What follows belongs to an exercise in optimizing a design on an open flow for small area and a short achievable clock period; a production flow would make more cautious choices. Function was checked by simulation only, so behaviour that the tests miss may differ from the original. No activity file was given, so power comes from the tool's default toggle rates.

run A:
Design FFT_R2SDF, start of the top module:
module FFT_R2SDF (
   iClk,
   iRst_n,
   iData_valid,
   iData,
   oData_valid,
   oData_Re,
   oData_Im);
Size: about 42000 cells after synthesis, roughly 6900 flip-flops, roughly 100 I/O pins, about 460000 sq um of cells after synthesis.
export LEC_CHECK = 0
export CAP_MARGIN = 20
export CORE_MARGIN = 2
export CORE_UTILIZATION = 40
export SETUP_SLACK_MARGIN = 3
export SLEW_MARGIN = 20
create_clock -name core_clock -period 30.0 [get_ports {iClk}]
standard.sh (not shown) runs the stock make flow with config.mk's settings and CLKGATE_MAP_FILE= SYNTH_SCRIPT=/design/flow/synth_recipe.tcl, a recipe that flattens the netlist after the stock synthesis.
==> flow/flow/run.sh <==
#!/bin/bash
# The standard layout, with faster port buffers and timing repair aimed at a 7.6 ns
# period (the clock and constraints are unchanged). The make output goes to standard.log;
# ORFS keeps each tool's own log under orfs/logs.
set -euo pipefail
cd "$(dirname "$0")/.."
bash standard.sh finish \
  "BUFFER_PORTS_ARGS=-buffer_cell sky130_fd_sc_hd__buf_2" \
  SETUP_SLACK_MARGIN=22.4 \
  > standard.log 2>&1
Relative to run A, the following input files were edited for run B:
==> flow/run.sh (new file) <==
#!/bin/bash
# synth_recipe.tcl (not shown) runs the flow's synth.tcl, then flattens the netlist and writes it again
# the make line also repeats each setting of config.mk as NAME=value (left out here)
make -C /OpenROAD-flow-scripts/flow DESIGN_CONFIG=/design/flow/config.mk WORK_HOME=/design/flow/orfs CLKGATE_MAP_FILE= SYNTH_SCRIPT=/design/flow/synth_recipe.tcl finish
removed: flow/flow/run.sh
removed: flow/standard.sh
--- outcome ---
- Summary of run B over run A: non-clock buffer count in the final layout fell by about 1.4%; share of cell area taken by multi-input logic gates stayed essentially flat; timing-limited maximum frequency fell by about 4.7%; number of tap instances stayed essentially flat.
- Run B vs. run A: shortest period the worst path allows went up by 0.37 ns.
- Run B: number of search-and-repair iterations in the first detailed-routing pass higher than run A
- The higher final clock period utilization by the worst path of run B and run A is in run B.
- Clock network area share essentially unchanged between run A and run B.
- Setup slack: run B vs run A down 0.37 ns
What run C does differently from run B at the input level:
# run B
export LEC_CHECK = 0
export CAP_MARGIN = 20
export CORE_MARGIN = 2
export CORE_UTILIZATION = 40
export SETUP_SLACK_MARGIN = 3
export SLEW_MARGIN = 20
create_clock -name core_clock -period 30.0 [get_ports {iClk}]
# run C
export LEC_CHECK = 0
export CAP_MARGIN = 20
export CORE_MARGIN = 2
export CORE_UTILIZATION = 40
export CTS_CLUSTER_DIAMETER = 100
export CTS_CLUSTER_SIZE = 20
export SETUP_SLACK_MARGIN = 3
export SLEW_MARGIN = 20
create_clock -name core_clock -period 30.0 [get_ports {iClk}]
==> flow/flow/run.sh (new file) <==
#!/bin/bash
# The standard layout, with faster port buffers and timing repair aimed at a 7.6 ns
# period (the clock and constraints are unchanged). The make output goes to standard.log;
# ORFS keeps each tool's own log under orfs/logs.
set -euo pipefail
cd "$(dirname "$0")/.."
bash standard.sh finish \
  "BUFFER_PORTS_ARGS=-buffer_cell sky130_fd_sc_hd__buf_2" \
  SETUP_SLACK_MARGIN=22.4 \
  > standard.log 2>&1
==> flow/standard.sh (new file) <==
#!/bin/bash
# synth_recipe.tcl (not shown) runs the flow's synth.tcl, then flattens the netlist and writes it again
# the make line also repeats each setting of config.mk as NAME=value (left out here)
make -C /OpenROAD-flow-scripts/flow DESIGN_CONFIG=/design/flow/config.mk WORK_HOME=/design/flow/orfs CLKGATE_MAP_FILE= SYNTH_SCRIPT=/design/flow/synth_recipe.tcl "${@:-finish}"
removed: flow/run.sh
==> run summary <==
Both conditions hold for run C: the flow ran to the end and the final layout passed the timing, DRC and antenna checks. Run B → run C: count of hold buffers inserted by post-cts repair level, clock-buffer cell count lower, fraction of area in non-clock buffers comparable, area of combinational cells with multiple inputs flat.

* * *

## rev 12
Starting RTL as in the previous note.
clock: 30.0 ns
lec_check: 0
cap_margin: 20
core_margin: 2
core_utilization: 40
setup_slack_margin: 3
slew_margin: 20
==> flow/flow/run.sh <==
#!/bin/bash
# The standard layout, with faster port buffers and timing repair aimed at an 8 ns
# period (the clock and constraints are unchanged). The make output goes to standard.log;
# ORFS keeps each tool's own log under orfs/logs.
set -euo pipefail
cd "$(dirname "$0")/.."
bash standard.sh finish \
  "BUFFER_PORTS_ARGS=-buffer_cell sky130_fd_sc_hd__buf_2" \
  SETUP_SLACK_MARGIN=22 \
  > standard.log 2>&1
Modified inputs, rev 13 compared to rev 12
==> flow/flow/run.sh <==
#!/bin/bash
# The standard layout with three changes to how it is made (the clock, constraints and
# the design are unchanged): faster port buffers (buf_2), timing repair aimed at an 8 ns
# period, and a clock tree with larger sink clusters and no dummy loads. The make output
# goes to standard.log; ORFS keeps each tool's own log under orfs/logs.
set -euo pipefail
cd "$(dirname "$0")/.."
bash standard.sh finish \
  "BUFFER_PORTS_ARGS=-buffer_cell sky130_fd_sc_hd__buf_2" \
  SETUP_SLACK_MARGIN=22 \
  "CTS_ARGS=-sink_clustering_enable -repair_clock_nets -sink_clustering_size 20 -sink_clustering_max_diameter 100 -dont_use_dummy_load" \
  > standard.log 2>&1
Notes after the runs:
Initial antenna violation count on rev 13 is up relative to rev 12. On clock transition at the registers of the reported paths, the lower figure sits with rev 12, not rev 13. Rev 13 vs. rev 12: sum of internal, switching and leakage power lost about 7%; share of the cycle needed by the critical path after routing neither gained nor lost much; final standard cell utilization of the core lost 1.3 points; worst hold margin neither gained nor lost much. Rev 13 against rev 12: portion of total power attributed to sequential cells moved up, all-layer global routing usage fell by 0.16 points, total iterations of the first detailed-routing run went up.

[what the ideal ports hide]
The results above use ideal ports. As a check the final layouts listed here were re-extracted and re-timed, cells and wires unchanged.
Step 1 sets driving cells, clkbuf_16 on the clock port and buf_2 on the other inputs (assumed; they add their load-dependent delay and slew).
Step 2 adds t to the input delays and takes it off the output delays; t is the mean of the earliest and latest rising clock arrival at the registers after step 1. Input paths then give back, and output paths get back, about the clock's delay inside the block.
a / b / c = ideal ports / drivers / drivers and shift; a / b = the first two.
| run | shift t [ns] | setup WS [ns] | worst register clock-pin slew, ns | worst data-port slew with drivers (ns) |
|---|---|---|---|---|
| run A | 1.282 | 22.333 / 22.182 / 21.912 | 0.08 / 0.08 | 0.04 |
| run B | 1.293 | 21.958 / 21.807 / 22.299 | 0.08 / 0.08 | 0.12 |
| run C | 1.289 | 22.344 / 22.194 / 21.865 | 0.10 / 0.10 | 0.04 |
| rev 12 | 1.278 | 22.335 / 22.187 / 21.933 | 0.08 / 0.08 | 0.04 |
| rev 13 | 1.245 | 22.350 / 22.199 / 21.893 | 0.09 / 0.09 | 0.04 |
After both steps setup and hold are still met in every run listed. The setup slack of run C, which loses most, moves by -0.150 ns with the drivers and by -0.479 ns with both steps. The worst setup slack also covers recovery checks on asynchronous resets.
